Source: an optimization exercise on an open RTL-to-GDS flow (aim: small area). Production flows keep margins and buffers that such runs may drop. The RTL was checked by simulation tests, not by an equivalence proof against the original design.

==> flow/design.v (outline; a module is shown in full before it is edited, if it fits) <==
// module fft1_fa: 4 lines
// module fft1_x2: 3 lines
// module fft1_xn2: 3 lines
// module fft1_an2: 3 lines
// module fft1_nd2: 3 lines
// module fft1_or2: 3 lines
// module fft1_nr2: 3 lines
// module fft1_or4: 3 lines
// module fft1_or3: 3 lines
// module fft1_nd4: 3 lines
// module fft1_nd3: 3 lines
// module fft1_nd2b: 3 lines
// module fft1_mj: 3 lines
// module fft_1: 3963 lines
module fft_1(reset, x_re0, x_re1, x_im0, x_im1, y_re0, y_re1, y_im0, y_im1, x_re2, x_re3, x_re4, x_re5, x_re6, x_re7, x_im2, x_im3, x_im4, x_im5, x_im6, x_im7, y_re2, y_re3, y_re4, y_re5, y_re6, y_re7,  y_im2, y_im3, y_im4, y_im5, y_im6, y_im7, clk);
  // ...
==> flow/flow/run.sh <==
#!/bin/bash
# Standard ORFS layout, with the port buffers made of the smallest buffer
# (buffer_ports otherwise picks clkdlybuf4s50_1, a delay cell).
set -euo pipefail
export BUFFER_PORTS_ARGS="-buffer_cell sky130_fd_sc_hd__buf_1"
bash standard.sh > standard.log 2>&1
==> flow/standard.sh <==
#!/bin/bash
# synth_recipe.tcl (not shown) runs the flow's synth.tcl, then flattens the netlist and writes it again
# the make line also repeats each setting of config.mk as NAME=value (left out here)
make -C /OpenROAD-flow-scripts/flow DESIGN_CONFIG=/design/flow/config.mk WORK_HOME=/design/flow/orfs CLKGATE_MAP_FILE= SYNTH_SCRIPT=/design/flow/synth_recipe.tcl "${@:-finish}"
==> flow/config.mk <==
export PLATFORM = sky130hd
export DESIGN_NAME = fft_1
export DESIGN_NICKNAME = fft_1
export VERILOG_FILES = /design/flow/design.v
export SDC_FILE = /design/flow/constraint.sdc
export NUM_CORES = 4
export LEC_CHECK = 0
export CAP_MARGIN = 0
export CORE_MARGIN = 2
export CORE_UTILIZATION = 60
export CTS_BUF_LIST = sky130_fd_sc_hd__clkbuf_4
export CTS_CLUSTER_DIAMETER = 50
export CTS_CLUSTER_SIZE = 10
export PLACE_DENSITY = 0.7
export SLEW_MARGIN = 0
export SYNTH_HIERARCHICAL = 1
==> flow/constraint.sdc <==
create_clock -name core_clock -period 25.0 [get_ports {clk}]
set_input_delay 5.0000 -clock core_clock [delete_from_list [all_inputs] [get_ports {clk}]]
set_output_delay 5.0000 -clock core_clock [all_outputs]
set_load 0.01 [all_outputs]
==> flow_metrics.tcl, run 1 <==
set metrics [dict create \
    mostFrequentLayoutCell "fa_1" \
    chipHeight_um 240 \
    n_all_buffers 521 \
    min_period_ns 19.91 \
    core-area_mm2 0.0552 \
    cts_setup_buffers 0 \
    finalSetupViolCount 0 \
    yosysTopAreaCell "fa_1" \
    slew_viol_final 0 \
    ant_nets 0 \
    crit_path_frequent_cell "fa_1" \
    seq_area_frac_synth 0.224 \
    holdPathEnd "held[5]" \
    synth_fa_ha_area_frac 0.656 \
    max_freq_ghz 0.0502 \
    place_ws_ns 5.91 \
    cts_buffers 40 \
    drv_cap 0 \
    multi_input_comb_cells 1410 \
    final_cell_area_mm2 0.0370 \
    buf_share 0.0538 \
    cts.sinks 250 \
    synth_mux_area_frac 0 \
    tns_ns 0 \
    seq_area_frac 0.203 \
    synth_edf_count 250 \
    cts_tree "yes" \
    fin_ws_ns 5.09 \
    num_rows 86 \
    final_cell_mix "fa_1 (1090), buf_1 (512), inv_1 (456)" \
    layout.nets 4027 \
    startpoint "held[0]" \
    min_path_cells 2 \
    synth_compound_area_frac 0 \
    area_dominant_class "multi-input combinational cells" \
    drt_iter0_markers 1235 \
    grt_max_degree 89 \
    multi_input_area_share 0.657 \
    status "no timing/DRC/antenna violations" \
]
==> run 2, diff against run 1 <==
==> flow/flow/run.sh (replaced) <==
#!/bin/bash
# Standard ORFS layout with two changes:
#  - the port buffers are the smallest buffer (buffer_ports otherwise picks
#    clkdlybuf4s50_1, a delay cell);
#  - clock tree synthesis adds no dummy loads at the clock tree leaves.
set -euo pipefail
export BUFFER_PORTS_ARGS="-buffer_cell sky130_fd_sc_hd__buf_1"
export CTS_ARGS="-sink_clustering_enable -repair_clock_nets -sink_clustering_size 10 -sink_clustering_max_diameter 50 -buf_list sky130_fd_sc_hd__clkbuf_4 -dont_use_dummy_load"
bash standard.sh > standard.log 2>&1
==> flow_metrics.tcl, run 2 <==
set metrics [dict create \
    slowest_stage "fa_1" \
    synth_cells 2116 \
    crit_arrival_ns 14.85 \
    yosys-top-cells-count "fa_1 (1090), inv_1 (456), edfxtp_1 (250)" \
    largest_register_ffs 250 \
    finalCritPeriodShare 0.794 \
    yosysTopAreaCell "fa_1" \
    ctsResizeCount 0 \
    synth_xor_area_frac 0.0544 \
    initial_core_util 0.607 \
    slew_viol_final 0 \
    slew_headroom 0.267 \
    antenna_found_initial 9 \
    utilization 0.666 \
    synth_area_leaders "fa_1 (65%), edfxtp_1 (22%), inv_1 (5.1%)" \
    drv_cap 0 \
    critPathTopFamily "adder cells" \
    routabilityCongestion 1.02 \
    grt_usage 0.355 \
    post-dp-hpwl_mm 90.4 \
    regMostFlops "held" \
    drt-pass1-iter-count 5 \
    grt-ovfl-total 0 \
    final_cells 3429 \
    num_rows 86 \
    wl_mm 96.0 \
    synth_edf_count 250 \
    cp_max_fo 4 \
    hold_viol_final 0 \
    min-delay-path-class "primary input to flip-flop" \
    tightest_slew_ns 1.10 \
    cp_num_cells 35 \
    cts_setup_buffers 0 \
    layout.nets 4027 \
    core-area_mm2 0.0552 \
    syn_area_per_cell_um2 15.8 \
    htree_levels 2 \
    cts-hold-fix-buffers 0 \
    area_growth_pct 9.66 \
    worst_path_largest_cell_delay_ns 0.57 \
    crit_path_end_kind "output pin" \
    mostFrequentLayoutCell "fa_1" \
    final_cell_area_mm2 0.0367 \
    grt_max_degree 89 \
    synth_top_family_by_area "adder cells" \
    drc 0 \
    dieArea_mm2 0.0578 \
    grt_pass1_vias 21700 \
    startpoint_type "flip-flop" \
    synth_fa_ha_area_frac 0.656 \
    seq_area_frac_synth 0.224 \
    finalSetupViolCount 0 \
    min_path_cells 2 \
    cts_buffers 40 \
    ios 514 \
    synth_ff_type "edfxtp_1" \
    min_period_ns 19.85 \
    critical_path_class "flip-flop to output pin" \
    synth_mux_area_frac 0 \
    layout-drive-gt1-share 0.0232 \
    synth-simple-area-share 0.0149 \
    reg_top3 "held x250" \
    max_freq_ghz 0.0504 \
    required_ns 20.00 \
    synth-seq-cells 250 \
    syn_nets 3464 \
    critPathBufInv 2 \
    portBuffers 513 \
    routedWlPerCell_um 28.0 \
    die_x_um 240 \
    chipHeight_um 240 \
    cts.sinks 250 \
    cts_tree "yes" \
    final_cell_mix "fa_1 (1090), buf_1 (512), inv_1 (456)" \
    via_count 18600 \
    rsz0062_at_grt "false" \
    ant_nets 0 \
    clkTransAtPathRegs_ns 0.11 \
    place_area_mm2 0.0364 \
    crit_path_frequent_cell "fa_1" \
    numPlacedInstances 3385 \
    avgViaCountPerCell 5.44 \
    tns_ns 0 \
    yosys.area.top_type_share 0.651 \
    yosysUniqueCellTypes 14 \
    synth_warnings 7 \
    synth_compound_area_frac 0 \
    status "no timing/DRC/antenna violations" \
    yosysMostFrequentCell "fa_1" \
    ctsLongestPathBuffers 3 \
    drt_iter0_markers 1251 \
    grt_first_pass_wirelength_mm 138 \
    synthesis.area_mm2 0.0335 \
    async_flop_share 0 \
    clock-root-buffer "clkbuf_4" \
]
-- run 2: cell types whose count changed in the layout (fill, tap and decap cells not counted), sizes merged --
cell / previous run / this run
bufinv: 3 / 0
clkbuf: 45 / 41
clkinv: 7 / 0
clkinvlp: 2 / 0
inv: 463 / 456
-- run 2: cell families after synthesis --
group | count (synthesis)
XOR/XNOR | 208
AND/OR/NAND/NOR | 99
flip-flops | 250
adder cells (fa/ha/maj) | 1103
buffers and inverters | 456
-- run 2: stage by stage --
stage | hold slack, ns | worst slack, ns
5_1_grt | 4.57 | 4.71
6_report | 4.63 | 5.15
3_3_place_gp | 5.40 | 6.20
4_1_cts | 4.56 | 5.04
2_1_floorplan | 5.11 | 6.67
3_5_place_dp | 5.40 | 5.91
-- run 2: Yosys stat by module, one instance, submodules excluded --
| module | copies in the design | cells | cell area, um2 | flip-flops and latches |
|---|---|---|---|---|
| fft1_an2 | 8 | 1 | 6.26 | 0 |
| fft1_fa | 1090 | 1 | 20.0 | 0 |
| fft1_mj | 13 | 1 | 11.3 | 0 |
| fft1_nd2 | 7 | 1 | 3.75 | 0 |
| fft1_nd2b | 23 | 1 | 6.26 | 0 |
| fft1_nd4 | 6 | 1 | 6.26 | 0 |
| fft1_nr2 | 42 | 1 | 3.75 | 0 |
| fft1_or2 | 9 | 1 | 6.26 | 0 |
| fft1_or3 | 2 | 1 | 6.26 | 0 |
| fft1_or4 | 2 | 1 | 7.51 | 0 |
| fft1_x2 | 137 | 1 | 8.76 | 0 |
| fft1_xn2 | 71 | 1 | 8.76 | 0 |
| fft_1 | 1 | 706 | 9220 | 250 |
-- run 2: area by class of cell --
| type | count | area (um2) |
|---|---|---|
| Antenna cell | 4 | 10.0 |
| Clock buffer | 40 | 300 |
| Fill cell | 4077 | 18500 |
| Inverter | 456 | 1710 |
| Multi-Input combinational cell | 1410 | 24300 |
| Sequential cell | 250 | 7510 |
| Tap cell | 748 | 936 |
| Timing Repair Buffer | 521 | 1990 |
-- run 2: path summary, 6_finish.rpt --
path / startpoint / to / slack (ns)
setup / recovery: held[0] / y_re6[15] / 5.15
hold / removal: x_re0[4] / held[5] / 4.63
-- run 2: layer usage --
| layer | vias up | routed length [um] | global-route usage |
|---|---|---|---|
| met4 | 2 | 4850 | 0.150 |
| met2 | 772 | 48300 | 0.577 |
| li1 | 7348 | - | - |
| met1 | 10400 | 34100 | 0.451 |
| met5 | - | 11 | 0 |
| met3 | 170 | 8760 | 0.108 |

-- afterwards: timing with drivers on the ports --
The results above use ideal ports. As a check the final layouts listed here were re-extracted and re-timed, cells and wires unchanged.
Step 1 assumes that a clkbuf_16 drives the clock port and a buf_2 every other input.
Step 2 times the ports against the registers' clock, not the clock port: input delays grow and output delays shrink by t, the midpoint of the rising clock arrivals with the driver on.
a / b / c = ideal ports / drivers / drivers and shift; a / b = the first two.
run	shift t [ns]	setup WS [ns]	pins driven straight from the clock port
run 1	0.809	5.085 / 5.031 / 5.840	1
run 2	0.773	5.145 / 5.091 / 5.864	1
After both steps every run listed still meets setup and hold.
